Context: an optimization exercise on an open-source flow, tuned for small area. The choices shown serve that exercise and are no tape-out recipe.
No run shown here included a check of the RTL's function; only the layout flow was run.
Power figures rest on the tool's default switching activity, not on a simulated workload.

[flow/run.sh]
#!/bin/bash
# synth_recipe.tcl (not shown) runs the flow's synth.tcl, then flattens the netlist and writes it again
# the make line also repeats each setting of config.mk as NAME=value (left out here)
make -C /OpenROAD-flow-scripts/flow DESIGN_CONFIG=/design/flow/config.mk WORK_HOME=/design/flow/orfs CLKGATE_MAP_FILE= SYNTH_SCRIPT=/design/flow/synth_recipe.tcl finish
[flow/config.mk]
export PLATFORM = sky130hd
export DESIGN_NAME = LT24Top
export DESIGN_NICKNAME = LT24Top
export VERILOG_FILES = /design/flow/design.v
export SDC_FILE = /design/flow/constraint.sdc
export NUM_CORES = 4
export LEC_CHECK = 0
export CAP_MARGIN = 20
export CORE_MARGIN = 2
export CORE_UTILIZATION = 40
export CTS_BUF_LIST = sky130_fd_sc_hd__clkbuf_8
export CTS_CLUSTER_SIZE = 30
export PLACE_DENSITY = 0.6
export SLEW_MARGIN = 20
[flow/constraint.sdc]
create_clock -name core_clock -period 20.0 [get_ports {clock}]
set_input_delay 4.0000 -clock core_clock [delete_from_list [all_inputs] [get_ports {clock}]]
set_output_delay 4.0000 -clock core_clock [all_outputs]
set_load 0.01 [all_outputs]
[flow/design.v]
module LT24Top (
    input              clock,
    input              globalReset,
    output             resetApp,
    output             LT24_WRn,
    output             LT24_RDn,
    output             LT24_CSn,
    output             LT24_RS,
    output             LT24_RESETn,
    output [     15:0] LT24_D,
    output             LT24_LCD_ON
);
assign LT24_RDn    = 1'b1;
assign LT24_CSn    = 1'b0;
assign LT24_LCD_ON = 1'b1;
reg [3:0] resetSync;
always @(posedge clock or posedge globalReset)
    if (globalReset) resetSync <= 4'hF;
    else             resetSync <= {resetSync[2:0], 1'b0};
wire reset = resetSync[3];
assign LT24_RESETn = ~reset;
reg [12:0] q;
reg        run;
always @(posedge clock or posedge reset)
    if (reset) begin
        q   <= 13'd3072;
        run <= 1'b0;
    end else begin
        q <= q + 13'd1;
        if (q[12:8] == 5'd0) run <= 1'b1;
    end
assign resetApp = reset | ~run;
wire [6:0] romIdx = q[7:1];
wire romHi   = (q[12:8] == 5'h1F);
wire romLast = (q[12:8] == 5'h00);
wire romOn   = (romIdx[6]|(romIdx[5]|(romIdx[4]&(romIdx[3]&(romIdx[2]|romIdx[1])))));
reg [8:0] romWord;
always @(*) begin
    case (romIdx)
        7'd26: romWord = 9'h0ef;
        7'd27: romWord = 9'h103;
        7'd28: romWord = 9'h180;
        7'd29: romWord = 9'h102;
        7'd30: romWord = 9'h0cf;
        7'd31: romWord = 9'h100;
        7'd32: romWord = 9'h181;
        7'd33: romWord = 9'h1c0;
        7'd34: romWord = 9'h0ed;
        7'd35: romWord = 9'h164;
        7'd36: romWord = 9'h103;
        7'd37: romWord = 9'h112;
        7'd38: romWord = 9'h181;
        7'd39: romWord = 9'h0e8;
        7'd40: romWord = 9'h185;
        7'd41: romWord = 9'h101;
        7'd42: romWord = 9'h178;
        7'd43: romWord = 9'h0cb;
        7'd44: romWord = 9'h139;
        7'd45: romWord = 9'h12c;
        7'd46: romWord = 9'h100;
        7'd47: romWord = 9'h134;
        7'd48: romWord = 9'h102;
        7'd49: romWord = 9'h0f7;
        7'd50: romWord = 9'h120;
        7'd51: romWord = 9'h0ea;
        7'd52: romWord = 9'h100;
        7'd53: romWord = 9'h100;
        7'd54: romWord = 9'h0c0;
        7'd55: romWord = 9'h123;
        7'd56: romWord = 9'h0c1;
        7'd57: romWord = 9'h110;
        7'd58: romWord = 9'h0c5;
        7'd59: romWord = 9'h13e;
        7'd60: romWord = 9'h128;
        7'd61: romWord = 9'h0c7;
        7'd62: romWord = 9'h186;
        7'd63: romWord = 9'h036;
        7'd64: romWord = 9'h148;
        7'd65: romWord = 9'h03a;
        7'd66: romWord = 9'h155;
        7'd67: romWord = 9'h0b1;
        7'd68: romWord = 9'h100;
        7'd69: romWord = 9'h11b;
        7'd70: romWord = 9'h0b6;
        7'd71: romWord = 9'h108;
        7'd72: romWord = 9'h182;
        7'd73: romWord = 9'h127;
        7'd74: romWord = 9'h0f2;
        7'd75: romWord = 9'h100;
        7'd76: romWord = 9'h026;
        7'd77: romWord = 9'h101;
        7'd78: romWord = 9'h0e0;
        7'd79: romWord = 9'h10f;
        7'd80: romWord = 9'h131;
        7'd81: romWord = 9'h12b;
        7'd82: romWord = 9'h10c;
        7'd83: romWord = 9'h10e;
        7'd84: romWord = 9'h108;
        7'd85: romWord = 9'h14e;
        7'd86: romWord = 9'h1f1;
        7'd87: romWord = 9'h137;
        7'd88: romWord = 9'h107;
        7'd89: romWord = 9'h110;
        7'd90: romWord = 9'h103;
        7'd91: romWord = 9'h10e;
        7'd92: romWord = 9'h109;
        7'd93: romWord = 9'h100;
        7'd94: romWord = 9'h0e1;
        7'd95: romWord = 9'h100;
        7'd96: romWord = 9'h10e;
        7'd97: romWord = 9'h114;
        7'd98: romWord = 9'h103;
        7'd99: romWord = 9'h111;
        7'd100: romWord = 9'h107;
        7'd101: romWord = 9'h131;
        7'd102: romWord = 9'h1c1;
        7'd103: romWord = 9'h148;
        7'd104: romWord = 9'h108;
        7'd105: romWord = 9'h10f;
        7'd106: romWord = 9'h10c;
        7'd107: romWord = 9'h131;
        7'd108: romWord = 9'h136;
        7'd109: romWord = 9'h10f;
        7'd110: romWord = 9'h0b1;
        7'd111: romWord = 9'h100;
        7'd112: romWord = 9'h101;
        7'd113: romWord = 9'h0f6;
        7'd114: romWord = 9'h101;
        7'd115: romWord = 9'h110;
        7'd116: romWord = 9'h100;
        7'd117: romWord = 9'h011;
        7'd118: romWord = 9'h02a;
        7'd119: romWord = 9'h100;
        7'd120: romWord = 9'h100;
        7'd121: romWord = 9'h100;
        7'd122: romWord = 9'h1ef;
        7'd123: romWord = 9'h02b;
        7'd124: romWord = 9'h100;
        7'd125: romWord = 9'h100;
        7'd126: romWord = 9'h101;
        7'd127: romWord = 9'h13f;
        default: romWord = 9'h100;
    endcase
end
reg [7:0] xAddr;
reg [8:0] yAddr;
reg [4:0] xTrack;    
reg [4:0] yTrack;    
wire [3:0] qp = q[3:0];    
wire pixStep = run & (qp == 4'd0);
always @(posedge clock or posedge resetApp)
    if (resetApp) begin
        xAddr <= 8'd0; yAddr <= 9'd0; xTrack <= 5'd0; yTrack <= 5'd0;
    end else if (pixStep) begin
        if (xAddr != 8'd239) begin
            xAddr  <= xAddr + 8'd1;
            xTrack <= ((xTrack[4]&(xTrack[3]|(xTrack[2]|xTrack[1])))) ? 5'd0 : xTrack + 5'd1;
        end else begin
            xAddr  <= 8'd0;
            xTrack <= 5'd0;
            yAddr  <= (yAddr == 9'd319) ? 9'd0 : yAddr + 9'd1;
            yTrack <= (((yTrack[4]&(yTrack[3]|(yTrack[2]|yTrack[1])))) || (yAddr == 9'd0)) ? 5'd0 : yTrack + 5'd1;
        end
    end
reg [18:0] lc;
reg [2:0]  ls;
always @(posedge clock or posedge resetApp)
    if (resetApp) begin
        lc <= 19'd286705;
        ls <= 3'd0;
    end else if (lc == 19'd286720) begin
        lc <= 19'd0;
        case (ls)
            3'd0: ls <= 3'd1;
            3'd1: ls <= 3'd3;
            3'd2: ls <= 3'd3;
            3'd3: ls <= 3'd4;
            3'd4: ls <= 3'd5;
            3'd5: ls <= 3'd6;
            3'd6: ls <= 3'd7;
            3'd7: ls <= 3'd2;
        endcase
    end else begin
        lc <= lc + 19'd1;
    end
wire lSeen  = (lc[18]|(lc[17]|(lc[16]&(lc[15]|lc[14]))));
wire lGreen = lSeen & ~(lc[18]|(lc[17]&(lc[16]&(lc[15]|(lc[14]|lc[13])))));
wire lAhead = (lc[18]|(lc[17]|(lc[16]&(lc[15]|(lc[14]|(lc[13]&(lc[12]&(lc[11]&(lc[10]&(lc[9]&(lc[8]&(lc[7]&(lc[6]&(lc[5]&(lc[4]&(lc[3]|lc[2]))))))))))))))));
wire go_z1L = ((ls==3'd4));
wire go_z1C = ((ls==3'd3));
wire go_z1R = ((ls==3'd0)|(ls==3'd4)|(ls==3'd5)|(ls==3'd6)|(ls==3'd7));
wire go_z1P = ((ls==3'd1)|(ls==3'd2));
wire go_z2L = ((ls==3'd0)|(ls==3'd5)|(ls==3'd7));
wire go_z2C = ((ls==3'd4));
wire go_z2R = ((ls==3'd0)|(ls==3'd1)|(ls==3'd2)|(ls==3'd5)|(ls==3'd6)|(ls==3'd7));
wire go_z2P = ((ls==3'd3));
wire go_z3L = ((ls==3'd1)|(ls==3'd2));
wire go_z3C = ((ls==3'd3)|(ls==3'd5));
wire go_z3R = ((ls==3'd1)|(ls==3'd2)|(ls==3'd3));
wire go_z3P = ((ls==3'd4));
wire go_z4L = ((ls==3'd0)|(ls==3'd6)|(ls==3'd7));
wire go_z4C = ((ls==3'd0)|(ls==3'd1)|(ls==3'd2)|(ls==3'd6)|(ls==3'd7));
wire go_z4R = ((ls==3'd3)|(ls==3'd4));
wire go_z4P = ((ls==3'd5));
wire b_z1P = lSeen ? go_z1P : ((ls==3'd0)|(ls==3'd1)|(ls==3'd3));
wire b_z2P = lSeen ? go_z2P : ((ls==3'd0)|(ls==3'd1)|(ls==3'd4));
wire b_z3P = lSeen ? go_z3P : ((ls==3'd0)|(ls==3'd1)|(ls==3'd5));
wire b_z4P = lSeen ? go_z4P : ((ls==3'd0)|(ls==3'd1)|(ls==3'd6));
reg [1:0] carZ;
reg [1:0] carL;
always @(posedge clock or posedge reset)
    if (reset) begin
        carZ <= 2'd0; carL <= 2'd1;
    end else if (carL == 2'd3) begin
        carZ <= carZ + 2'd1; carL <= 2'd1;
    end else begin
        carL <= carL + 2'd1;
    end
wire [3:0] carId = {carZ, carL};
reg  [131:0] ring;
wire [10:0]  head = ring[131:121];
wire [8:0]   hM   = head[8:0];
wire [1:0]   hSeg = head[10:9];
reg  [10:0]  headNext;
always @(posedge clock) ring <= {ring[120:0], headNext};
wire inWin  = (q[3:2] != 2'd0);                  
wire updWin = run & (q[10:4] == 7'd64);
wire upd    = updWin & inWin;
wire par    = q[11];
reg  [2:0] snapLs;
reg        snapSeen;
always @(posedge clock)
    if (updWin & (qp == 4'd3)) begin
        snapLs   <= ls;
        snapSeen <= lAhead;
    end
reg [8:0] tE;
always @(*) begin
    case ({carId, hSeg})
        6'd4: tE = 9'd149;
        6'd5: tE = 9'd0;
        6'd6: tE = 9'd0;
        6'd7: tE = 9'd319;
        6'd8: tE = 9'd0;
        6'd12: tE = 9'd164;
        6'd15: tE = 9'd0;
        6'd20: tE = 9'd129;
        6'd21: tE = 9'd0;
        6'd22: tE = 9'd0;
        6'd23: tE = 9'd239;
        6'd24: tE = 9'd319;
        6'd28: tE = 9'd114;
        6'd31: tE = 9'd0;
        6'd36: tE = 9'd89;
        6'd37: tE = 9'd0;
        6'd38: tE = 9'd0;
        6'd39: tE = 9'd0;
        6'd40: tE = 9'd239;
        6'd44: tE = 9'd74;
        6'd47: tE = 9'd319;
        6'd52: tE = 9'd189;
        6'd53: tE = 9'd0;
        6'd54: tE = 9'd0;
        6'd55: tE = 9'd0;
        6'd56: tE = 9'd0;
        6'd60: tE = 9'd204;
        6'd63: tE = 9'd239;
        default: tE = 9'bx;
    endcase
end
reg [8:0] tL;
always @(*) begin
    case ({carId, hSeg})
        6'd4: tL = 9'd122;
        6'd5: tL = 9'd113;
        6'd6: tL = 9'd189;
        6'd7: tL = 9'd233;
        6'd8: tL = 9'd233;
        6'd12: tL = 9'd113;
        6'd15: tL = 9'd233;
        6'd20: tL = 9'd113;
        6'd21: tL = 9'd122;
        6'd22: tL = 9'd149;
        6'd23: tL = 9'd6;
        6'd24: tL = 9'd6;
        6'd28: tL = 9'd73;
        6'd31: tL = 9'd6;
        6'd36: tL = 9'd116;
        6'd37: tL = 9'd125;
        6'd38: tL = 9'd129;
        6'd39: tL = 9'd6;
        6'd40: tL = 9'd6;
        6'd44: tL = 9'd205;
        6'd47: tL = 9'd6;
        6'd52: tL = 9'd125;
        6'd53: tL = 9'd116;
        6'd54: tL = 9'd89;
        6'd55: tL = 9'd313;
        6'd56: tL = 9'd313;
        6'd60: tL = 9'd165;
        6'd63: tL = 9'd313;
        default: tL = 9'bx;
    endcase
end
reg [1:0] tNS;
always @(*) begin
    case ({carId, hSeg})
        6'd4: tNS = 2'd1;
        6'd5: tNS = 2'd2;
        6'd6: tNS = 2'd3;
        6'd7: tNS = 2'd0;
        6'd8: tNS = 2'd0;
        6'd12: tNS = 2'd3;
        6'd15: tNS = 2'd0;
        6'd20: tNS = 2'd1;
        6'd21: tNS = 2'd2;
        6'd22: tNS = 2'd3;
        6'd23: tNS = 2'd0;
        6'd24: tNS = 2'd0;
        6'd28: tNS = 2'd3;
        6'd31: tNS = 2'd0;
        6'd36: tNS = 2'd1;
        6'd37: tNS = 2'd2;
        6'd38: tNS = 2'd3;
        6'd39: tNS = 2'd0;
        6'd40: tNS = 2'd0;
        6'd44: tNS = 2'd3;
        6'd47: tNS = 2'd0;
        6'd52: tNS = 2'd1;
        6'd53: tNS = 2'd2;
        6'd54: tNS = 2'd3;
        6'd55: tNS = 2'd0;
        6'd56: tNS = 2'd0;
        6'd60: tNS = 2'd3;
        6'd63: tNS = 2'd0;
        default: tNS = 2'bx;
    endcase
end
reg [0:0] tDir;
always @(*) begin
    case ({carId, hSeg})
        6'd4: tDir = 1'd0;
        6'd5: tDir = 1'd1;
        6'd6: tDir = 1'd1;
        6'd7: tDir = 1'd1;
        6'd8: tDir = 1'd0;
        6'd12: tDir = 1'd0;
        6'd15: tDir = 1'd0;
        6'd20: tDir = 1'd1;
        6'd21: tDir = 1'd1;
        6'd22: tDir = 1'd1;
        6'd23: tDir = 1'd1;
        6'd24: tDir = 1'd1;
        6'd28: tDir = 1'd1;
        6'd31: tDir = 1'd0;
        6'd36: tDir = 1'd1;
        6'd37: tDir = 1'd1;
        6'd38: tDir = 1'd1;
        6'd39: tDir = 1'd0;
        6'd40: tDir = 1'd1;
        6'd44: tDir = 1'd1;
        6'd47: tDir = 1'd1;
        6'd52: tDir = 1'd0;
        6'd53: tDir = 1'd1;
        6'd54: tDir = 1'd1;
        6'd55: tDir = 1'd0;
        6'd56: tDir = 1'd0;
        6'd60: tDir = 1'd0;
        6'd63: tDir = 1'd1;
        default: tDir = 1'bx;
    endcase
end
reg [0:0] tAx;
always @(*) begin
    case ({carId, hSeg})
        6'd4: tAx = 1'd0;
        6'd5: tAx = 1'd0;
        6'd6: tAx = 1'd0;
        6'd7: tAx = 1'd1;
        6'd8: tAx = 1'd0;
        6'd12: tAx = 1'd0;
        6'd15: tAx = 1'd1;
        6'd20: tAx = 1'd1;
        6'd21: tAx = 1'd0;
        6'd22: tAx = 1'd0;
        6'd23: tAx = 1'd0;
        6'd24: tAx = 1'd1;
        6'd28: tAx = 1'd1;
        6'd31: tAx = 1'd0;
        6'd36: tAx = 1'd0;
        6'd37: tAx = 1'd0;
        6'd38: tAx = 1'd0;
        6'd39: tAx = 1'd1;
        6'd40: tAx = 1'd0;
        6'd44: tAx = 1'd0;
        6'd47: tAx = 1'd1;
        6'd52: tAx = 1'd1;
        6'd53: tAx = 1'd0;
        6'd54: tAx = 1'd0;
        6'd55: tAx = 1'd0;
        6'd56: tAx = 1'd1;
        6'd60: tAx = 1'd1;
        6'd63: tAx = 1'd0;
        default: tAx = 1'bx;
    endcase
end
reg [8:0] tF5;
always @(*) begin
    case ({carId, hSeg})
        6'd4: tF5 = 9'd139;
        6'd5: tF5 = 9'd148;
        6'd6: tF5 = 9'd157;
        6'd7: tF5 = 9'd99;
        6'd8: tF5 = 9'd124;
        6'd12: tF5 = 9'd109;
        6'd15: tF5 = 9'd159;
        6'd20: tF5 = 9'd99;
        6'd21: tF5 = 9'd151;
        6'd22: tF5 = 9'd160;
        6'd23: tF5 = 9'd169;
        6'd24: tF5 = 9'd84;
        6'd28: tF5 = 9'd69;
        6'd31: tF5 = 9'd109;
        6'd36: tF5 = 9'd169;
        6'd37: tF5 = 9'd160;
        6'd38: tF5 = 9'd151;
        6'd39: tF5 = 9'd129;
        6'd40: tF5 = 9'd184;
        6'd44: tF5 = 9'd199;
        6'd47: tF5 = 9'd69;
        6'd52: tF5 = 9'd129;
        6'd53: tF5 = 9'd157;
        6'd54: tF5 = 9'd148;
        6'd55: tF5 = 9'd139;
        6'd56: tF5 = 9'd144;
        6'd60: tF5 = 9'd159;
        6'd63: tF5 = 9'd199;
        default: tF5 = 9'bx;
    endcase
end
reg [8:0] tStart, tStop;
always @(*) begin
    case (carZ)
        2'd0: begin tStart = 9'd233; tStop = 9'd187; end
        2'd1: begin tStart = 9'd6; tStop = 9'd91; end
        2'd2: begin tStart = 9'd6; tStop = 9'd51; end
        2'd3: begin tStart = 9'd313; tStop = 9'd227; end
    endcase
end
reg bCar;
always @(*) begin
    case (carId)
        4'd1: bCar = snapSeen ? ((snapLs==3'd4)) : ((snapLs==3'd0)|(snapLs==3'd1)|(snapLs==3'd5));
        4'd2: bCar = snapSeen ? ((snapLs==3'd3)) : ((snapLs==3'd4));
        4'd3: bCar = snapSeen ? ((snapLs==3'd0)|(snapLs==3'd4)|(snapLs==3'd5)|(snapLs==3'd6)|(snapLs==3'd7)) : ((snapLs==3'd2)|(snapLs==3'd5)|(snapLs==3'd6)|(snapLs==3'd7));
        4'd5: bCar = snapSeen ? ((snapLs==3'd0)|(snapLs==3'd5)|(snapLs==3'd7)) : ((snapLs==3'd0)|(snapLs==3'd1)|(snapLs==3'd2)|(snapLs==3'd6));
        4'd6: bCar = snapSeen ? ((snapLs==3'd4)) : ((snapLs==3'd5));
        4'd7: bCar = snapSeen ? ((snapLs==3'd0)|(snapLs==3'd1)|(snapLs==3'd2)|(snapLs==3'd5)|(snapLs==3'd6)|(snapLs==3'd7)) : ((snapLs==3'd2)|(snapLs==3'd3)|(snapLs==3'd6)|(snapLs==3'd7));
        4'd9: bCar = snapSeen ? ((snapLs==3'd1)|(snapLs==3'd2)) : ((snapLs==3'd0)|(snapLs==3'd1)|(snapLs==3'd3));
        4'd10: bCar = snapSeen ? ((snapLs==3'd3)|(snapLs==3'd5)) : ((snapLs==3'd4)|(snapLs==3'd6));
        4'd11: bCar = snapSeen ? ((snapLs==3'd1)|(snapLs==3'd2)|(snapLs==3'd3)) : ((snapLs==3'd3)|(snapLs==3'd4));
        4'd13: bCar = snapSeen ? ((snapLs==3'd0)|(snapLs==3'd6)|(snapLs==3'd7)) : ((snapLs==3'd0)|(snapLs==3'd1)|(snapLs==3'd2)|(snapLs==3'd7));
        4'd14: bCar = snapSeen ? ((snapLs==3'd0)|(snapLs==3'd1)|(snapLs==3'd2)|(snapLs==3'd6)|(snapLs==3'd7)) : ((snapLs==3'd2)|(snapLs==3'd3)|(snapLs==3'd7));
        4'd15: bCar = snapSeen ? ((snapLs==3'd3)|(snapLs==3'd4)) : ((snapLs==3'd4)|(snapLs==3'd5));
        default: bCar = 1'bx;
    endcase
end
wire held    = (hSeg == 2'd0) & (&hM[7:3]) & (hM[8] == carZ[0]);
wire atStop  = (hSeg == 2'd0) & (hM == tStop);
wire segEnd  = hSeg[0] ^ hSeg[1] | (hM == tE);
wire [8:0] hStep = hM + {{8{~tDir}}, 1'b1};
always @(*) begin
    headNext = head;
    if (resetApp) headNext = {2'd0, tStart};
    else if (upd & par) begin
        if (held)                 headNext = (&hM[2:0]) ? {2'd0, tStop} : {2'd0, hM[8:3], hM[2:0] + 3'd1};
        else if (atStop & ~bCar)  headNext = {2'd0, carZ[0], 8'd249};
        else if (segEnd)          headNext = {tNS, tL};
        else                      headNext = {hSeg, hStep};
    end
end
wire [8:0] drawM = held ? tStop : hM;
wire [8:0] pixM = tAx ? yAddr : {1'b0, xAddr};
wire [8:0] pixF = tAx ? {1'b0, xAddr} : yAddr;
wire [9:0] dM = {1'b0, pixM} - {1'b0, drawM} + 10'd5;
wire [9:0] dF = {1'b0, pixF} - {1'b0, tF5};
wire carHit = ~(dM[9]|(dM[8]|(dM[7]|(dM[6]|(dM[5]|(dM[4]|(dM[3]&(dM[2]|(dM[1]&dM[0]))))))))) & ~(dF[9]|(dF[8]|(dF[7]|(dF[6]|(dF[5]|(dF[4]|(dF[3]&(dF[2]|(dF[1]&dF[0]))))))))) & (drawM[8]|(drawM[7]|(drawM[6]|(drawM[5]|(drawM[4]|(drawM[3]|(drawM[2]&(drawM[1]|drawM[0]))))))));
reg  [3:0] bestCar;    
wire takeCar = carHit & (carId > bestCar);
wire [3:0] carSel = takeCar ? carId : bestCar;
always @(posedge clock)
    if (qp == 4'd4)  bestCar <= carHit ? carId : 4'd0;
    else if (inWin)  bestCar <= carSel;
wire cg_z1 = (((yAddr==9'd54)|(yAddr==9'd64)|(yAddr==9'd74)|(yAddr==9'd84)|(yAddr==9'd94)) & (xAddr==8'd189)) |
    (((yAddr==9'd55)|(yAddr==9'd63)|(yAddr==9'd65)|(yAddr==9'd73)|(yAddr==9'd75)|(yAddr==9'd83)|(yAddr==9'd85)|(yAddr==9'd93)) & ((xAddr[7]&(xAddr[6]|(xAddr[5]&(xAddr[4]&(xAddr[3]&(xAddr[2]|xAddr[1]))))))&~(xAddr[7]&(xAddr[6]&(xAddr[5]|(xAddr[4]|(xAddr[3]|(xAddr[2]|(xAddr[1]|xAddr[0]))))))))) |
    ((((yAddr[8]|(yAddr[7]|(yAddr[6]|(yAddr[5]&(yAddr[4]&yAddr[3])))))&~(yAddr[8]|(yAddr[7]|(yAddr[6]|(yAddr[5]&(yAddr[4]&(yAddr[3]&(yAddr[2]|(yAddr[1]&yAddr[0])))))))))|((yAddr[8]|(yAddr[7]|(yAddr[6]|(yAddr[5]&(yAddr[4]&(yAddr[3]&yAddr[2]))))))&~(yAddr[8]|(yAddr[7]|(yAddr[6]|(yAddr[5]&(yAddr[4]&(yAddr[3]&(yAddr[2]&(yAddr[1]&yAddr[0])))))))))|((yAddr[8]|(yAddr[7]|(yAddr[6]&(yAddr[5]|(yAddr[4]|(yAddr[3]|(yAddr[2]|yAddr[1])))))))&~(yAddr[8]|(yAddr[7]|(yAddr[6]&(yAddr[5]|(yAddr[4]|(yAddr[3]|(yAddr[2]&(yAddr[1]|yAddr[0])))))))))|((yAddr[8]|(yAddr[7]|(yAddr[6]&(yAddr[5]|(yAddr[4]|(yAddr[3]|(yAddr[2]&yAddr[1])))))))&~(yAddr[8]|(yAddr[7]|(yAddr[6]&(yAddr[5]|(yAddr[4]|(yAddr[3]&(yAddr[2]|(yAddr[1]|yAddr[0])))))))))|((yAddr[8]|(yAddr[7]|(yAddr[6]&(yAddr[5]|(yAddr[4]|(yAddr[3]&yAddr[2]))))))&~(yAddr[8]|(yAddr[7]|(yAddr[6]&(yAddr[5]|(yAddr[4]|(yAddr[3]&(yAddr[2]&(yAddr[1]&yAddr[0])))))))))|((yAddr[8]|(yAddr[7]|(yAddr[6]&(yAddr[5]|yAddr[4]))))&~(yAddr[8]|(yAddr[7]|(yAddr[6]&(yAddr[5]|(yAddr[4]&(yAddr[3]|(yAddr[2]|(yAddr[1]&yAddr[0])))))))))|((yAddr[8]|(yAddr[7]|(yAddr[6]&(yAddr[5]|(yAddr[4]&(yAddr[3]|(yAddr[2]&yAddr[1])))))))&~(yAddr[8]|(yAddr[7]|(yAddr[6]&(yAddr[5]|(yAddr[4]&(yAddr[3]&(yAddr[2]|(yAddr[1]|yAddr[0])))))))))|((yAddr[8]|(yAddr[7]|(yAddr[6]&(yAddr[5]|(yAddr[4]&(yAddr[3]&(yAddr[2]|yAddr[1])))))))&~(yAddr[8]|(yAddr[7]|(yAddr[6]&(yAddr[5]|(yAddr[4]&(yAddr[3]&(yAddr[2]&(yAddr[1]|yAddr[0])))))))))) & ((xAddr[7]&(xAddr[6]|(xAddr[5]&(xAddr[4]&(xAddr[3]&(xAddr[2]|(xAddr[1]|xAddr[0])))))))&~(xAddr[7]&(xAddr[6]&(xAddr[5]|(xAddr[4]|(xAddr[3]|(xAddr[2]|xAddr[1])))))))) |
    (((yAddr==9'd59)|(yAddr==9'd69)|(yAddr==9'd79)|(yAddr==9'd89)) & ((xAddr[7]&(xAddr[6]|(xAddr[5]&(xAddr[4]&xAddr[3]))))&~(xAddr[7]&(xAddr[6]&(xAddr[5]|(xAddr[4]|(xAddr[3]|(xAddr[2]|(xAddr[1]&xAddr[0])))))))));
wire cg_z2 = (((xAddr==8'd14)|(xAddr==8'd24)|(xAddr==8'd34)|(xAddr==8'd44)|(xAddr==8'd54)) & (yAddr==9'd89)) |
    (((xAddr==8'd15)|(xAddr==8'd23)|(xAddr==8'd25)|(xAddr==8'd33)|(xAddr==8'd35)|(xAddr==8'd43)|(xAddr==8'd45)|(xAddr==8'd53)) & ((yAddr[8]|(yAddr[7]|(yAddr[6]&(yAddr[5]|(yAddr[4]&(yAddr[3]|(yAddr[2]&yAddr[1])))))))&~(yAddr[8]|(yAddr[7]|(yAddr[6]&(yAddr[5]|(yAddr[4]&(yAddr[3]&(yAddr[2]&(yAddr[1]|yAddr[0])))))))))) |
    ((((xAddr[7]|(xAddr[6]|(xAddr[5]|xAddr[4])))&~(xAddr[7]|(xAddr[6]|(xAddr[5]|(xAddr[4]&(xAddr[3]|(xAddr[2]|(xAddr[1]&xAddr[0]))))))))|((xAddr[7]|(xAddr[6]|(xAddr[5]|(xAddr[4]&(xAddr[3]|xAddr[2])))))&~(xAddr[7]|(xAddr[6]|(xAddr[5]|(xAddr[4]&(xAddr[3]|(xAddr[2]&(xAddr[1]&xAddr[0]))))))))|((xAddr[7]|(xAddr[6]|(xAddr[5]|(xAddr[4]&(xAddr[3]&(xAddr[2]|xAddr[1]))))))&~(xAddr[7]|(xAddr[6]|(xAddr[5]|(xAddr[4]&(xAddr[3]&(xAddr[2]&(xAddr[1]|xAddr[0]))))))))|((xAddr[7]|(xAddr[6]|(xAddr[5]|(xAddr[4]&(xAddr[3]&(xAddr[2]&xAddr[1]))))))&~(xAddr[7]|(xAddr[6]|(xAddr[5]&(xAddr[4]|(xAddr[3]|(xAddr[2]|(xAddr[1]|xAddr[0]))))))))|((xAddr[7]|(xAddr[6]|(xAddr[5]&(xAddr[4]|(xAddr[3]|xAddr[2])))))&~(xAddr[7]|(xAddr[6]|(xAddr[5]&(xAddr[4]|(xAddr[3]|(xAddr[2]&(xAddr[1]&xAddr[0]))))))))|((xAddr[7]|(xAddr[6]|(xAddr[5]&(xAddr[4]|xAddr[3]))))&~(xAddr[7]|(xAddr[6]|(xAddr[5]&(xAddr[4]|(xAddr[3]&(xAddr[2]|(xAddr[1]&xAddr[0]))))))))|((xAddr[7]|(xAddr[6]|(xAddr[5]&(xAddr[4]|(xAddr[3]&(xAddr[2]&xAddr[1]))))))&~(xAddr[7]|(xAddr[6]|(xAddr[5]&(xAddr[4]&(xAddr[3]|(xAddr[2]|(xAddr[1]|xAddr[0]))))))))|((xAddr[7]|(xAddr[6]|(xAddr[5]&(xAddr[4]&(xAddr[3]|(xAddr[2]|xAddr[1]))))))&~(xAddr[7]|(xAddr[6]|(xAddr[5]&(xAddr[4]&(xAddr[3]|(xAddr[2]&(xAddr[1]|xAddr[0]))))))))) & ((yAddr[8]|(yAddr[7]|(yAddr[6]&(yAddr[5]|(yAddr[4]&(yAddr[3]|(yAddr[2]&(yAddr[1]|yAddr[0]))))))))&~(yAddr[8]|(yAddr[7]|(yAddr[6]&(yAddr[5]|(yAddr[4]&(yAddr[3]&(yAddr[2]&yAddr[1]))))))))) |
    (((xAddr==8'd19)|(xAddr==8'd29)|(xAddr==8'd39)|(xAddr==8'd49)) & ((yAddr[8]|(yAddr[7]|(yAddr[6]&(yAddr[5]|(yAddr[4]&(yAddr[3]|yAddr[2]))))))&~(yAddr[8]|(yAddr[7]|(yAddr[6]&(yAddr[5]|(yAddr[4]&(yAddr[3]&(yAddr[2]&(yAddr[1]&yAddr[0]))))))))));
wire cg_z3 = (((yAddr==9'd224)|(yAddr==9'd234)|(yAddr==9'd244)|(yAddr==9'd254)|(yAddr==9'd264)) & (xAddr==8'd50)) |
    (((yAddr==9'd225)|(yAddr==9'd233)|(yAddr==9'd235)|(yAddr==9'd243)|(yAddr==9'd245)|(yAddr==9'd253)|(yAddr==9'd263)) & ((xAddr[7]|(xAddr[6]|(xAddr[5]&(xAddr[4]|(xAddr[3]&(xAddr[2]&(xAddr[1]&xAddr[0])))))))&~(xAddr[7]|(xAddr[6]|(xAddr[5]&(xAddr[4]&(xAddr[3]|(xAddr[2]&xAddr[1])))))))) |
    ((((yAddr[8]|(yAddr[7]&(yAddr[6]&(yAddr[5]&(yAddr[4]|(yAddr[3]|(yAddr[2]|yAddr[1])))))))&~(yAddr[8]|(yAddr[7]&(yAddr[6]&(yAddr[5]&(yAddr[4]|(yAddr[3]|(yAddr[2]&(yAddr[1]|yAddr[0])))))))))|((yAddr[8]|(yAddr[7]&(yAddr[6]&(yAddr[5]&(yAddr[4]|(yAddr[3]|(yAddr[2]&yAddr[1])))))))&~(yAddr[8]|(yAddr[7]&(yAddr[6]&(yAddr[5]&(yAddr[4]|(yAddr[3]&(yAddr[2]|(yAddr[1]|yAddr[0])))))))))|((yAddr[8]|(yAddr[7]&(yAddr[6]&(yAddr[5]&(yAddr[4]|(yAddr[3]&yAddr[2]))))))&~(yAddr[8]|(yAddr[7]&(yAddr[6]&(yAddr[5]&(yAddr[4]|(yAddr[3]&(yAddr[2]&(yAddr[1]&yAddr[0])))))))))|((yAddr[8]|(yAddr[7]&(yAddr[6]&(yAddr[5]&yAddr[4]))))&~(yAddr[8]|(yAddr[7]&(yAddr[6]&(yAddr[5]&(yAddr[4]&(yAddr[3]|(yAddr[2]|(yAddr[1]&yAddr[0])))))))))|((yAddr[8]|(yAddr[7]&(yAddr[6]&(yAddr[5]&(yAddr[4]&(yAddr[3]|(yAddr[2]&yAddr[1])))))))&~(yAddr[8]|(yAddr[7]&(yAddr[6]&(yAddr[5]&(yAddr[4]&(yAddr[3]&(yAddr[2]|(yAddr[1]|yAddr[0])))))))))|((yAddr[8]|(yAddr[7]&(yAddr[6]&(yAddr[5]&(yAddr[4]&(yAddr[3]&(yAddr[2]|yAddr[1])))))))&~(yAddr[8]|(yAddr[7]&(yAddr[6]&(yAddr[5]&(yAddr[4]&(yAddr[3]&(yAddr[2]&(yAddr[1]|yAddr[0])))))))))|(yAddr[8]&~(yAddr[8]&(yAddr[7]|(yAddr[6]|(yAddr[5]|(yAddr[4]|(yAddr[3]|(yAddr[2]|(yAddr[1]&yAddr[0])))))))))|((yAddr[8]&(yAddr[7]|(yAddr[6]|(yAddr[5]|(yAddr[4]|(yAddr[3]|yAddr[2]))))))&~(yAddr[8]&(yAddr[7]|(yAddr[6]|(yAddr[5]|(yAddr[4]|(yAddr[3]|(yAddr[2]&(yAddr[1]&yAddr[0])))))))))) & ((xAddr[7]|(xAddr[6]|(xAddr[5]&(xAddr[4]|(xAddr[3]&(xAddr[2]&xAddr[1]))))))&~(xAddr[7]|(xAddr[6]|(xAddr[5]&(xAddr[4]&(xAddr[3]|(xAddr[2]&(xAddr[1]&xAddr[0]))))))))) |
    (((yAddr==9'd229)|(yAddr==9'd239)|(yAddr==9'd249)|(yAddr==9'd259)) & ((xAddr[7]|(xAddr[6]|(xAddr[5]&(xAddr[4]|(xAddr[3]&(xAddr[2]&(xAddr[1]|xAddr[0])))))))&~(xAddr[7]|(xAddr[6]|(xAddr[5]&(xAddr[4]&xAddr[3]))))));
wire cg_z4 = (((xAddr==8'd184)|(xAddr==8'd194)|(xAddr==8'd204)|(xAddr==8'd214)|(xAddr==8'd224)) & (yAddr==9'd229)) |
    (((xAddr==8'd185)|(xAddr==8'd193)|(xAddr==8'd195)|(xAddr==8'd203)|(xAddr==8'd205)|(xAddr==8'd213)|(xAddr==8'd215)|(xAddr==8'd223)) & ((yAddr[8]|(yAddr[7]&(yAddr[6]&(yAddr[5]&(yAddr[4]|(yAddr[3]|(yAddr[2]|yAddr[1])))))))&~(yAddr[8]|(yAddr[7]&(yAddr[6]&(yAddr[5]&(yAddr[4]|(yAddr[3]&(yAddr[2]|(yAddr[1]|yAddr[0])))))))))) |
    ((((xAddr[7]&(xAddr[6]|(xAddr[5]&(xAddr[4]&(xAddr[3]&(xAddr[2]|xAddr[1]))))))&~(xAddr[7]&(xAddr[6]|(xAddr[5]&(xAddr[4]&(xAddr[3]&(xAddr[2]&(xAddr[1]|xAddr[0]))))))))|((xAddr[7]&(xAddr[6]|(xAddr[5]&(xAddr[4]&(xAddr[3]&(xAddr[2]&xAddr[1]))))))&~(xAddr[7]&(xAddr[6]&(xAddr[5]|(xAddr[4]|(xAddr[3]|(xAddr[2]|(xAddr[1]|xAddr[0]))))))))|((xAddr[7]&(xAddr[6]&(xAddr[5]|(xAddr[4]|(xAddr[3]|xAddr[2])))))&~(xAddr[7]&(xAddr[6]&(xAddr[5]|(xAddr[4]|(xAddr[3]|(xAddr[2]&(xAddr[1]&xAddr[0]))))))))|((xAddr[7]&(xAddr[6]&(xAddr[5]|(xAddr[4]|xAddr[3]))))&~(xAddr[7]&(xAddr[6]&(xAddr[5]|(xAddr[4]|(xAddr[3]&(xAddr[2]|(xAddr[1]&xAddr[0]))))))))|((xAddr[7]&(xAddr[6]&(xAddr[5]|(xAddr[4]|(xAddr[3]&(xAddr[2]&xAddr[1]))))))&~(xAddr[7]&(xAddr[6]&(xAddr[5]|(xAddr[4]&(xAddr[3]|(xAddr[2]|(xAddr[1]|xAddr[0]))))))))|((xAddr[7]&(xAddr[6]&(xAddr[5]|(xAddr[4]&(xAddr[3]|(xAddr[2]|xAddr[1]))))))&~(xAddr[7]&(xAddr[6]&(xAddr[5]|(xAddr[4]&(xAddr[3]|(xAddr[2]&(xAddr[1]|xAddr[0]))))))))|((xAddr[7]&(xAddr[6]&(xAddr[5]|(xAddr[4]&xAddr[3]))))&~(xAddr[7]&(xAddr[6]&(xAddr[5]|(xAddr[4]&(xAddr[3]&(xAddr[2]|(xAddr[1]&xAddr[0]))))))))|((xAddr[7]&(xAddr[6]&(xAddr[5]|(xAddr[4]&(xAddr[3]&xAddr[2])))))&~(xAddr[7]&(xAddr[6]&(xAddr[5]|(xAddr[4]&(xAddr[3]&(xAddr[2]&(xAddr[1]&xAddr[0]))))))))) & ((yAddr[8]|(yAddr[7]&(yAddr[6]&(yAddr[5]&(yAddr[4]|(yAddr[3]|(yAddr[2]|(yAddr[1]|yAddr[0]))))))))&~(yAddr[8]|(yAddr[7]&(yAddr[6]&(yAddr[5]&(yAddr[4]|(yAddr[3]&(yAddr[2]|yAddr[1]))))))))) |
    (((xAddr==8'd189)|(xAddr==8'd199)|(xAddr==8'd209)|(xAddr==8'd219)) & ((yAddr[8]|(yAddr[7]&(yAddr[6]&yAddr[5])))&~(yAddr[8]|(yAddr[7]&(yAddr[6]&(yAddr[5]&(yAddr[4]|(yAddr[3]&(yAddr[2]|(yAddr[1]&yAddr[0]))))))))));
wire circHit = cg_z1 | cg_z2 | cg_z3 | cg_z4;
wire qRight = (xAddr[7]|(xAddr[6]&(xAddr[5]&(xAddr[4]&xAddr[3]))));
wire qLow = (yAddr[8]|(yAddr[7]&(yAddr[6]|yAddr[5])));
wire [1:0] circGrp = qLow ? (qRight ? 2'd3 : 2'd2) : (qRight ? 2'd0 : 2'd1);
reg [1:0] circSub;
always @(*) begin
    circSub = 2'd0;
    case (circGrp)
        2'd0: begin
            if (((yAddr[8]|(yAddr[7]|(yAddr[6]&(yAddr[5]|(yAddr[4]|(yAddr[3]&(yAddr[2]|(yAddr[1]&yAddr[0]))))))))&~(yAddr[8]|(yAddr[7]|(yAddr[6]&(yAddr[5]|(yAddr[4]&(yAddr[3]|(yAddr[2]&(yAddr[1]|yAddr[0])))))))))) circSub = 2'd1;
            if (((yAddr[8]|(yAddr[7]|(yAddr[6]&(yAddr[5]|(yAddr[4]|(yAddr[3]|(yAddr[2]|(yAddr[1]|yAddr[0]))))))))&~(yAddr[8]|(yAddr[7]|(yAddr[6]&(yAddr[5]|(yAddr[4]|(yAddr[3]&(yAddr[2]|(yAddr[1]&yAddr[0])))))))))) circSub = 2'd2;
            if (((yAddr[8]|(yAddr[7]|(yAddr[6]|(yAddr[5]&(yAddr[4]&(yAddr[3]|(yAddr[2]&yAddr[1])))))))&~(yAddr[8]|(yAddr[7]|(yAddr[6]&(yAddr[5]|(yAddr[4]|(yAddr[3]|(yAddr[2]|(yAddr[1]|yAddr[0])))))))))) circSub = 2'd3;
        end
        2'd1: begin
            if (((xAddr[7]|(xAddr[6]|(xAddr[5]&(xAddr[4]|(xAddr[3]|(xAddr[2]|(xAddr[1]&xAddr[0])))))))&~(xAddr[7]|(xAddr[6]|(xAddr[5]&(xAddr[4]|(xAddr[3]&(xAddr[2]&(xAddr[1]|xAddr[0]))))))))) circSub = 2'd1;
            if (((xAddr[7]|(xAddr[6]|(xAddr[5]|(xAddr[4]&(xAddr[3]&(xAddr[2]|(xAddr[1]|xAddr[0])))))))&~(xAddr[7]|(xAddr[6]|(xAddr[5]&(xAddr[4]|(xAddr[3]|(xAddr[2]|(xAddr[1]&xAddr[0]))))))))) circSub = 2'd2;
            if (((xAddr[7]|(xAddr[6]|(xAddr[5]|(xAddr[4]|(xAddr[3]&(xAddr[2]&xAddr[1]))))))&~(xAddr[7]|(xAddr[6]|(xAddr[5]|(xAddr[4]&(xAddr[3]&(xAddr[2]|(xAddr[1]|xAddr[0]))))))))) circSub = 2'd3;
        end
        2'd2: begin
            if (((yAddr[8]|(yAddr[7]&(yAddr[6]&(yAddr[5]&(yAddr[4]|(yAddr[3]&(yAddr[2]|yAddr[1])))))))&~(yAddr[8]|(yAddr[7]&(yAddr[6]&(yAddr[5]&(yAddr[4]&(yAddr[3]|yAddr[2])))))))) circSub = 2'd1;
            if (((yAddr[8]|(yAddr[7]&(yAddr[6]&(yAddr[5]&(yAddr[4]&(yAddr[3]|yAddr[2]))))))&~(yAddr[8]|(yAddr[7]&(yAddr[6]&(yAddr[5]&(yAddr[4]&(yAddr[3]&(yAddr[2]&(yAddr[1]&yAddr[0])))))))))) circSub = 2'd2;
            if ((yAddr[8]&~(yAddr[8]&(yAddr[7]|(yAddr[6]|(yAddr[5]|(yAddr[4]|(yAddr[3]&(yAddr[2]|(yAddr[1]|yAddr[0])))))))))) circSub = 2'd3;
        end
        2'd3: begin
            if (((xAddr[7]&(xAddr[6]&(xAddr[5]|(xAddr[4]|(xAddr[3]|(xAddr[2]|xAddr[1]))))))&~(xAddr[7]&(xAddr[6]&(xAddr[5]|(xAddr[4]|(xAddr[3]&xAddr[2]))))))) circSub = 2'd1;
            if (((xAddr[7]&(xAddr[6]&(xAddr[5]|(xAddr[4]|(xAddr[3]&xAddr[2])))))&~(xAddr[7]&(xAddr[6]&(xAddr[5]|(xAddr[4]&(xAddr[3]|(xAddr[2]&xAddr[1])))))))) circSub = 2'd2;
            if (((xAddr[7]&(xAddr[6]&(xAddr[5]|(xAddr[4]&(xAddr[3]|(xAddr[2]&xAddr[1]))))))&~(xAddr[7]&(xAddr[6]&(xAddr[5]&(xAddr[4]|(xAddr[3]|(xAddr[2]|(xAddr[1]|xAddr[0]))))))))) circSub = 2'd3;
        end
    endcase
end
wire [3:0] circId = {circGrp, circSub};
reg circGo;
always @(*) begin
    case (circId)
        4'd0: circGo = go_z1L;
        4'd1: circGo = go_z1C;
        4'd2: circGo = go_z1R;
        4'd3: circGo = go_z1P;
        4'd4: circGo = go_z2L;
        4'd5: circGo = go_z2C;
        4'd6: circGo = go_z2R;
        4'd7: circGo = go_z2P;
        4'd8: circGo = go_z3L;
        4'd9: circGo = go_z3C;
        4'd10: circGo = go_z3R;
        4'd11: circGo = go_z3P;
        4'd12: circGo = go_z4L;
        4'd13: circGo = go_z4C;
        4'd14: circGo = go_z4R;
        4'd15: circGo = go_z4P;
    endcase
end
wire circGreen = lGreen | ((circId == 4'd4) & ((ls==3'd7) | (ls==3'd0)));
wire [3:0] circCode = circGo ? (circGreen ? 4'd9 : 4'd8) : 4'd7;
wire grass = (~(xAddr[7]|(xAddr[6]|(xAddr[5]&(xAddr[4]&(xAddr[3]&xAddr[2]))))) | (xAddr[7]&(xAddr[6]|(xAddr[5]&(xAddr[4]&(xAddr[3]|(xAddr[2]|(xAddr[1]&xAddr[0])))))))) & (~(yAddr[8]|(yAddr[7]|(yAddr[6]&(yAddr[5]&(yAddr[4]|(yAddr[3]|yAddr[2])))))) | (yAddr[8]|(yAddr[7]&(yAddr[6]&(yAddr[5]|(yAddr[4]&(yAddr[3]&(yAddr[2]|(yAddr[1]&yAddr[0])))))))));
wire xDash = ~(xTrack[4]|(xTrack[3]&(xTrack[2]|xTrack[1])));
wire yDash = ~(yTrack[4]|(yTrack[3]&(yTrack[2]|yTrack[1])));
reg [3:0] code;
always @(*) begin
    code = grass ? 4'd1 : 4'd0;
    if ((xAddr == 8'd119) && yDash) code = 4'd2;
    else if ((yAddr == 9'd159) && xDash) code = 4'd2;
    if (b_z1P && ((yAddr[8]|(yAddr[7]|(yAddr[6]&(yAddr[5]&(yAddr[4]|(yAddr[3]|(yAddr[2]|(yAddr[1]&yAddr[0]))))))))&~(yAddr[8]|(yAddr[7]&(yAddr[6]|yAddr[5])))) && (xAddr == 8'd179) && yDash) code = 4'd3;
    if (b_z2P && ((xAddr[7]|(xAddr[6]&(xAddr[5]&(xAddr[4]&(xAddr[3]|(xAddr[2]&(xAddr[1]&xAddr[0])))))))&~(xAddr[7]&(xAddr[6]|(xAddr[5]&(xAddr[4]&(xAddr[3]|xAddr[2])))))) && (yAddr == 9'd99) && xDash) code = 4'd3;
    if (b_z3P && ((yAddr[8]|(yAddr[7]|(yAddr[6]&(yAddr[5]&(yAddr[4]|(yAddr[3]|(yAddr[2]|(yAddr[1]&yAddr[0]))))))))&~(yAddr[8]|(yAddr[7]&(yAddr[6]|yAddr[5])))) && (xAddr == 8'd59) && yDash) code = 4'd3;
    if (b_z4P && ((xAddr[7]|(xAddr[6]|(xAddr[5]&(xAddr[4]&(xAddr[3]&(xAddr[2]|(xAddr[1]&xAddr[0])))))))&~(xAddr[7]|(xAddr[6]&(xAddr[5]&(xAddr[4]&xAddr[3]))))) && (yAddr == 9'd219) && xDash) code = 4'd3;
    case (carSel)
        4'd1: code = 4'd4;
        4'd2: code = 4'd5;
        4'd3: code = 4'd6;
        4'd5: code = 4'd5;
        4'd6: code = 4'd4;
        4'd7: code = 4'd6;
        4'd9: code = 4'd5;
        4'd10: code = 4'd6;
        4'd11: code = 4'd4;
        4'd13: code = 4'd6;
        4'd14: code = 4'd4;
        4'd15: code = 4'd5;
        default: ;
    endcase
    if (circHit) code = circCode;
    if ((xAddr == 8'd0) && (yAddr == 9'd0) && (yTrack == 5'd0)) code = 4'd0;
end
reg [3:0] colourCode;
always @(posedge clock or posedge resetApp)
    if (resetApp) colourCode <= 4'd10;
    else if (qp == 4'd15) colourCode <= code;
reg [16:0] colourWord;  
always @(*) begin
    case (colourCode)
        4'd0: colourWord = 17'h10000;
        4'd1: colourWord = 17'h18400;
        4'd2: colourWord = 17'h1ffff;
        4'd3: colourWord = 17'h187f0;
        4'd4: colourWord = 17'h1fc08;
        4'd5: colourWord = 17'h1001f;
        4'd6: colourWord = 17'h187ff;
        4'd7: colourWord = 17'h1f800;
        4'd8: colourWord = 17'h1ffe0;
        4'd9: colourWord = 17'h187e0;
        4'd10: colourWord = 17'h00029;
        default: colourWord = 17'h10000;
    endcase
end
reg [16:0] busWord;  
always @(*) begin
    if (run) begin
        case (q[3:1])
            3'd1: busWord = 17'h0002A;
            3'd2: busWord = 17'h10000;
            3'd3: busWord = {9'h100, xAddr};
            3'd4: busWord = 17'h0002B;
            3'd5: busWord = {16'h8000, yAddr[8]};
            3'd6: busWord = {9'h100, yAddr[7:0]};
            3'd7: busWord = 17'h0002C;
            default: busWord = colourWord;
        endcase
    end else if (romLast) begin
        busWord = 17'h00029;
    end else if (romHi) begin
        busWord = {romWord[8], 8'h00, romWord[7:0]};
    end else begin
        busWord = 17'h10000;
    end
end
assign LT24_RS  = busWord[16];
assign LT24_D   = busWord[15:0];
assign LT24_WRn = q[0] & (run | (romHi & romOn));
endmodule
==> run notes, run 1 <==
* Status: complete, no violations
* Antenna-violating nets left at 0
* Largest net degree at the start of global routing at between 70 and 80
* Pins over their slew limit at 0
* Dominant cell type by area after synthesis: dfxtp_1
* RR Startpoint: ring[131]$_DFF_P_
* Crit share post-route at 43.16%
* Max-cap check violation count at 0
* Die Y at between 150 and 200 microns
* Worst Clk Skew at between 20 and 30 ps
* TNS Setup at 0 ps
* Layout area overhead at 7.958%
* Hold buffer count at cts at 0
* Port buffer count at 21
* Final hold vios at 0
* Synth Flop Type: dfxtp_1
* CP startpoint kind: flip-flop
* CP Launch Point: q[3]$_DFF_PP0_
* Final wirelength at approximately 46000 microns
* Fmax at around 0.12 GHz
* R2r setup slk at about 14000 ps
* Sequential-to-total area share from yosys stat at between 30% and 40%
* Distinct cells, synth at 91
* Worst hold path class: reg2reg
* Max rail drop VDD at between 0.00004 and 0.00005 V
* Cell leakage power at between 6 and 7 nW
* Fillers at ~3700
* Average routed wire per standard cell at about 20 microns
* Final Wtd Congestion at 0.9543
* Vias in the first global route at between 10000 and 15000
* RSZ-0062 raised after global routing: false
* DRC Markers at 0
* Post-DP HPWL at 32140 microns
* Post-Syn Area at ~15000 sq um
* Total power at 878.7 uW
* Clock Sinks at roughly 220
* Nets at between 1500 and 2000
* 1st-pass router iterations at 6
* Syn Area/Cell at 8.083 sq um
* CTS tree: yes
* Layout cells sized above 1 at ~8.0%
* First-pass GRT wire length at 72300 microns
* Post-CTS Setup Bufs at 0
* GR Overflow Total at 0
* End point of the critical path: LT24_D[5]
* Post_cts resized at 0
* Bufs on Longest Clock Path at 3
* Hold Crit Depth at 0
* Die W at roughly 200 microns
* Count of final setup violators at 0
* GR Util All Layers at roughly a quarter
* H-tree Lvls at 2
* # IOs at 25
* Pwr Density at 54.55 nW/um^2
* Largest cells by area after synthesis: dfxtp_1, dfrtp_1, ha_1
* Critical path class: reg2out
* Initial Util at around two fifths
* Worst R2R Path Depth at 17
* Ys Warns at 1
* Capturing point of the worst reg2reg path: colourCode[0]$_DFFE_PP0P_
* Row cnt at 70
* Least-Margin Pin Slew at around 1100 ps
* Vias per cell at around 6.1
* CP endpoint kind: output pin
* Core box area at approximately 37000 sq um
* Root Buffer Master: clkbuf_8
* Initial antenna violation count at 0
* Arrival @ worst endpoint at about 4600 ps
* Worst skew pair latency at between 500 and 600 ps
* Flops & latches, synth at 215
* Synth top area share at between 10% and 20%
* Max_slew headroom at between 20% and 30%
* Async set-reset flop share out of synthesis at between 30% and 40%
* Starting DRT DRC Count at 1336
* Post-Syn Instances at roughly 1800
* DR vias at about 14000
* Post-synth EDFFs at 8
* Die ar. at around 40000 sq um
* ANT cells at 0
* Crit Path Max Fanout at 76
* Min cycle time layout at ~8600 ps
* CTS buffer count at 37
* CP Data Required Time at approximately 16000 ps
* Clock slew at reported path FFs at about 60 ps
[flip-flops by register name (all words and copies together) (netlist names), 2 cells and up]
register and flops:
snapLs 3, colourCode 4, resetSync 4, bestCar 4
yAddr 9, xAddr 8, ls 3, xTrack 5
ring 132, lc 19, yTrack 5, q 13
carZ 2, carL 2
[kinds of logic after synthesis]
group	share of synthesized area, %
AND/OR/NAND/NOR	22.15
buffers and inverters	5.644
multiplexers	2.725
adder cells (fa/ha/maj)	8.520
XOR/XNOR	4.050
AO/OA/AOI/OAI	24.79
other	0.05033
flip-flops	32.08
[routing by layer]
layer,up-vias,routed length (microns),global-route usage [%]
met5,-,0,0
met4,0,1398,7.769
met3,102,3542,3.961
met2,589,20160,36.00
met1,6601,20790,32.84
li1,6663,-,-
[cell usage in the layout, fill, tap and decap left out, drive strengths merged, types with 16 or more instances in the layout]
cell,instances
nor2,163
nand2,157
dfxtp,132
o21ai,132
a21oi,130
ha,96
inv,78
nand3,56
nor3,56
dfrtp,54
clkbuf,46
nand2b,42
xor2,38
nor2b,35
xnor2,31
a31oi,30
mux2i,26
a211oi,25
buf,23
nand4,22
dfstp,21
clkdlybuf4s50,21
o211ai,19
o22ai,18
o221ai,16
[cell usage after synthesis, drive strengths merged (10+ instances only)]
cell type / n
a221oi: 11
nor2b: 35
xnor2: 31
clkbuf: 100
o2111ai: 10
nand2b: 42
and3: 15
o221ai: 16
or3: 10
a21oi: 130
o22ai: 18
inv: 67
buf: 42
nand3: 56
xor2: 38
dfrtp: 54
nor4: 15
dfxtp: 132
o31ai: 13
a211oi: 25
nor2: 163
a211o: 14
mux2i: 26
o21ai: 132
dfstp: 21
nor3: 56
a31oi: 30
nand2: 157
or2: 14
nand4: 22
ha: 96
nor3b: 12
o211ai: 19
[critical path, cell delays in order (launching register included)]
cell,delay [ps]
dfrtp_2,340
buf_4,560
clkinv_1,750
ha_1,560
nor2_1,100
a31oi_1,50
a211oi_1,300
a31oi_1,90
a211o_1,360
a221oi_1,300
clkdlybuf4s50_1,600
[per-stage QoR]
stage	utilization, %	hold WS, ps	cell area (sq um)	std cells	worst slack [ps]
4_1_cts	43.89	307.5	16110	2285	11460
5_1_grt	43.89	312.5	16110	2285	11120
2_1_floorplan	-	309.6	14930	1848	13160
3_3_place_gp	41.81	310.0	15340	2218	12130
6_report	43.89	316.1	16110	2285	11370
3_5_place_dp	41.81	312.1	15340	2218	12070
[how the worst min path moves through the flow]
stage | to | from | slack, ps
6_report | ring[53]$_DFF_P_ | ring[42]$_DFF_P_ | 320
3_5_place_dp | ring[11]$_DFF_P_ | ring[0]$_DFF_P_ | 310
4_1_cts | ring[53]$_DFF_P_ | ring[42]$_DFF_P_ | 310
2_1_floorplan | ring[100]$_DFF_P_ | ring[89]$_DFF_P_ | 310
5_1_grt | ring[53]$_DFF_P_ | ring[42]$_DFF_P_ | 310
3_3_place_gp | ring[69]$_DFF_P_ | ring[58]$_DFF_P_ | 310
[final cells by class]
| type | count | area (sq um) | area share [%] |
|---|---|---|---|
| flip-flops and latches | 215 | 4788 | 29.73 |
| repair buffers | 44 | 382.9 | 2.377 |
| multi-input cells | 1420 | 9320 | 57.86 |
| clock inverters | 21 | 131.4 | 0.8156 |
| clock buffers | 46 | 633.1 | 3.930 |
| inverters | 71 | 266.5 | 1.655 |
| well taps | 468 | 585.6 | 3.635 |
[where the power goes]
group / switching (mW) / internal [mW]
Combinational: 0.0171 / 0.0102
Clock: 0.183 / 0.223
Sequential: 0.00462 / 0.441
==> run 2, diff against run 1 <==
--- a/flow/config.mk
+++ b/flow/config.mk
@@ -8,7 +8,7 @@
 export CAP_MARGIN = 20
 export CORE_MARGIN = 2
 export CORE_UTILIZATION = 40
-export CTS_BUF_LIST = sky130_fd_sc_hd__clkbuf_8
-export CTS_CLUSTER_SIZE = 30
+export CTS_BUF_LIST = sky130_fd_sc_hd__clkbuf_4
+export CTS_CLUSTER_SIZE = 20
 export PLACE_DENSITY = 0.6
 export SLEW_MARGIN = 20
==> run notes, run 2 <==
* Comb pwr share at 3.2% (was 3.1%)
* Vias per cell at 6.093 (was 6.107)
* CP startpoint kind: flip-flop (unchanged)
* Root Buffer Master: clkbuf_4 (was clkbuf_8)
* Crit Path Max Fanout at 76 (unchanged)
* Post-DP HPWL at 32140 microns (unchanged)
* Die ar. at 38860 sq um (unchanged)
* Total power at 856.0 uW (was 878.7 uW)
* Initial Util at 40.66% (unchanged)
* Sequential-to-total area share from yosys stat at 32.08% (unchanged)
* Largest cells by area after synthesis: dfxtp_1, dfrtp_1, ha_1 (unchanged)
* TNS Setup at 0 ps (unchanged)
* CTS buffer count at 55 (was 37)
* Reg power frac at 52.0% (was 50.7%)
* Final core utilization at 43.83% (was 43.89%)
* R2r setup slk at 13960 ps (was 14000 ps)
* P_int at 653.8 uW (was 674.2 uW)
* CP endpoint kind: output pin (unchanged)
* DR vias at 14140 (was 13960)
* Syn Area/Cell at 8.083 sq um (unchanged)
* Max rail drop VDD at 0.00002712 V (was 0.00004585 V)
* Pwr Density at 53.22 nW/um^2 (was 54.55 nW/um^2)
* CP peak stage delay at 750 ps (about the same)
* Layout cells sized above 1 at 9.670% (was 8.035%)
* Synth Flop Type: dfxtp_1 (unchanged)
* Vias in the first global route at 12980 (was 12890)
* Synth top area share at 17.71% (unchanged)
* Post-Place Worst Slack at 12070 ps (unchanged)
* Clock Power Share at 44.8% (was 46.2%)
* Fillers at 3740 (was 3697)
* End point of the critical path: LT24_D[5] (unchanged)
* Layout area overhead at 7.799% (was 7.958%)
* Largest net degree at the start of global routing at 77 (unchanged)
* Final WS setup at 11200 ps (was 11370 ps)
* CP Cell Sequence: buf_4 -> clkinv_1 -> ha_1 -> nor2_1 -> a31oi_1 -> a211oi_1 -> a31oi_1 -> a211o_1 -> a221oi_1 -> clkdlybuf4s50_1 (unchanged)
* Bufs on Longest Clock Path at 3 (unchanged)
* Family with the most delay on the worst path: buffers and inverters (unchanged)
* Critical path class: reg2out (unchanged)
* Most used cell, CP: a31oi_1 (unchanged)
* CP Launch Point: q[3]$_DFF_PP0_ (unchanged)
* Arrival @ worst endpoint at 4800 ps (was 4630 ps)
* Max_slew headroom at 25.63% (was 24.67%)
* GR Util All Layers at 23.25% (was 23.27%)
* Max FFs per register at 132 (unchanged)
* Clock Sinks at 215 (unchanged)
* Worst hold path class: reg2reg (unchanged)
* Average routed wire per standard cell at 19.64 microns (was 20.09 microns)
* Post-synth EDFFs at 8 (unchanged)
* Starting DRT DRC Count at 1309 (was 1336)
* Least-Margin Pin Slew at 1110 ps (was 1125 ps)
* Fmax at 0.1136 GHz (was 0.1159 GHz)
* DRC Markers at 0 (unchanged)
* RR Startpoint: ring[131]$_DFF_P_ (unchanged)
* # IOs at 25 (unchanged)
* Dominant cell by count in the synthesized netlist: nor2_1 (unchanged)
* RSZ-0062 raised after global routing: false (unchanged)
* Switching Share at 23.62% (was 23.28%)
* Status: complete, no violations (unchanged)
* Distinct cells, synth at 91 (unchanged)
* CTS tree: yes (unchanged)
* Dominant cell type by area after synthesis: dfxtp_1 (unchanged)
* Initial antenna violation count at 1 (was 0)
* Nets at 1908 (was 1890)
* Final Wtd Congestion at 0.9543 (unchanged)
* Count of final setup violators at 0 (unchanged)
* Final wirelength at 45570 microns (was 45900 microns)
* NetSw at 202.2 uW (was 204.5 uW)
* Worst R2R Path Depth at 17 (unchanged)
* Async set-reset flop share out of synthesis at 34.88% (unchanged)
* Worst Clk Skew at 56.81 ps (was 29.41 ps)
* Die Y at 197.1 microns (unchanged)
* Hold buffer count at cts at 0 (unchanged)
* Crit share post-route at 44.01% (was 43.16%)
* H-tree Lvls at 2 (unchanged)
* Regs by FF count: ring (132), lc (19), q (13) (unchanged)
* Commonest cells after routing, fill and taps aside: nor2_1, nand2_1, dfxtp_1, o21ai_0, a21oi_1 (unchanged)
* CP Data Required Time at 16000 ps (about the same)
* Register with the most flip-flops: ring (unchanged)
* Antenna-violating nets left at 0 (unchanged)
* Max-cap check violation count at 0 (unchanged)
* Non-Filler Instances at 2321 (was 2285)
* Core box area at 36700 sq um (unchanged)
* Commonest non-fill, non-tap cell in the layout: nor2_1 (unchanged)
* CP max stage cell: clkinv_1 (unchanged)
* Die W at 197.1 microns (unchanged)
* Worst skew pair latency at 730 ps (was 570 ps)
* Post_cts resized at 0 (unchanged)
* Post-Syn Area at 14920 sq um (unchanged)
* Row cnt at 70 (unchanged)
* Final hold vios at 0 (unchanged)
* Most frequent cells after synthesis: nor2_1, nand2_1, dfxtp_1 (unchanged)
* # placed instances at 2218 (unchanged)
* 1st-pass router iterations at 6 (unchanged)
* Cell leakage power at 6.475 nW (was 6.472 nW)
* Post-Syn Instances at 1846 (unchanged)
* Ys Warns at 1 (unchanged)
* Clock slew at reported path FFs at 60 ps (about the same)
* GR Overflow Total at 0 (unchanged)
* Min cycle time layout at 8802 ps (was 8632 ps)
* Crit. path cell count at 10 (unchanged)
* Flops & latches, synth at 215 (unchanged)
* Post-CTS Setup Bufs at 0 (unchanged)
* Capturing point of the worst reg2reg path: colourCode[0]$_DFFE_PP0P_ (unchanged)
* First-pass GRT wire length at 72340 microns (was 72300 microns)
* Port buffer count at 21 (unchanged)
* Crit path buffers/inverters at 3 (unchanged)
* Pins over their slew limit at 0 (unchanged)
-- run 2: cell count changes in the layout (fill, tap and decap cells not counted), sizes merged --
cell,delta
clkbuf,+36
clkinv,+7
diode,+2
inv,-9
-- run 2: cell families (layout without fill, tap and decap cells) --
| logic type | Yosys count | after routing | share of synthesized area (%) |
|---|---|---|---|
| adders and majority gates | 100 | 100 | 8.520 |
| and+or+nand+nor | 653 | 653 | 22.15 |
| other | 2 | 6 | 0.05033 |
| buffers and inverters | 213 | 216 | 5.644 |
| DFF | 215 | 215 | 32.08 |
| AOI/OAI and AO/OA | 557 | 557 | 24.79 |
| muxes | 37 | 37 | 2.725 |
| xor gates and xnor gates | 69 | 69 | 4.050 |
-- run 2: stage by stage --
stage                     hold slack (ps)  cell area, sq um
after floorplan                     309.6             14930
after global placement              310.0             15340
after detailed placement            312.1             15340
after CTS                           288.3             16080
after global routing                301.7             16080
final                               293.7             16080
-- run 2: worst reg2reg max path: stages, from the launching register on --
cell	delay [ps]
dfxtp_1	730
inv_1	240
ha_1	420
o21ai_0	420
o22ai_2	110
buf_4	250
o21ai_0	380
ha_1	320
ha_1	350
nor2b_4	150
o2111a_1	260
or4_1	470
a31oi_1	200
or4b_4	520
nor4_4	400
mux2i_1	430
a221o_1	170
a32oi_1	90
-- run 2: how the worst min path moves through the flow --
stage | cells after the start | slack (ps) | from | to
after floorplan | 0 | 310 | ring[89]$_DFF_P_ | ring[100]$_DFF_P_
final | 0 | 290 | ring[75]$_DFF_P_ | ring[86]$_DFF_P_
after global placement | 0 | 310 | ring[58]$_DFF_P_ | ring[69]$_DFF_P_
after global routing | 0 | 300 | ring[13]$_DFF_P_ | ring[24]$_DFF_P_
after detailed placement | 0 | 310 | ring[0]$_DFF_P_ | ring[11]$_DFF_P_
after CTS | 0 | 290 | ring[75]$_DFF_P_ | ring[86]$_DFF_P_
-- run 2: power by group through the flow --
stage          Combinational, mW  Clock [mW]  Sequential [mW]
2_1_floorplan             0.0219           0            0.451
3_3_place_gp              0.0266           0            0.454
3_5_place_dp              0.0270           0            0.454
4_1_cts                   0.0273       0.400            0.445
5_1_grt                   0.0305       0.423            0.446
6_report                  0.0272       0.384            0.445
-- run 2: routing by layer --
metal  vias to the layer above  wire length (microns)  track usage (%)
li1                       6739                      -                -
met1                      6686                  20600            32.67
met2                       622                  20030            35.98
met3                        95                   3611            4.183
met4                         0                   1331            7.742
met5                         -                      0                0
-- run 2: final cells by class --
class,instances,area [sq um],area share (%)
tap,468,585.6,3.641
clock inverter,19,120.1,0.7468
antenna,2,5.005,0.03112
multi-input combinational,1420,9320,57.95
timing repair buffer,44,382.9,2.380
clock buffer,82,615.6,3.827
inverter,71,266.5,1.657
sequential,215,4788,29.77

==> port drivers added, routing unchanged <==
No port has a modelled driver above. Below, the same layouts with a new extraction and two added sets of constraints. Step 1: set_driving_cell puts a clkbuf_16 on clock and a buf_2 on each other input, an assumption about the parent block. Step 2 times the ports against the registers' clock, not the clock port: input delays grow and output delays shrink by t, the midpoint of the rising clock arrivals with the driver on. Three values: no drivers, after step 1, after step 2; two values: the first two.
run	t, ns	setup WS [ns]	worst setup path after step 2	worst data-port slew with drivers (ns)	cell pins on the clock port's net
run 1	0.597	11.368 / 11.322 / 11.919	register to output	0.03	1
run 2	0.754	11.198 / 11.149 / 11.902	register to output	0.03	1
After both steps setup and hold are still met in every run listed.
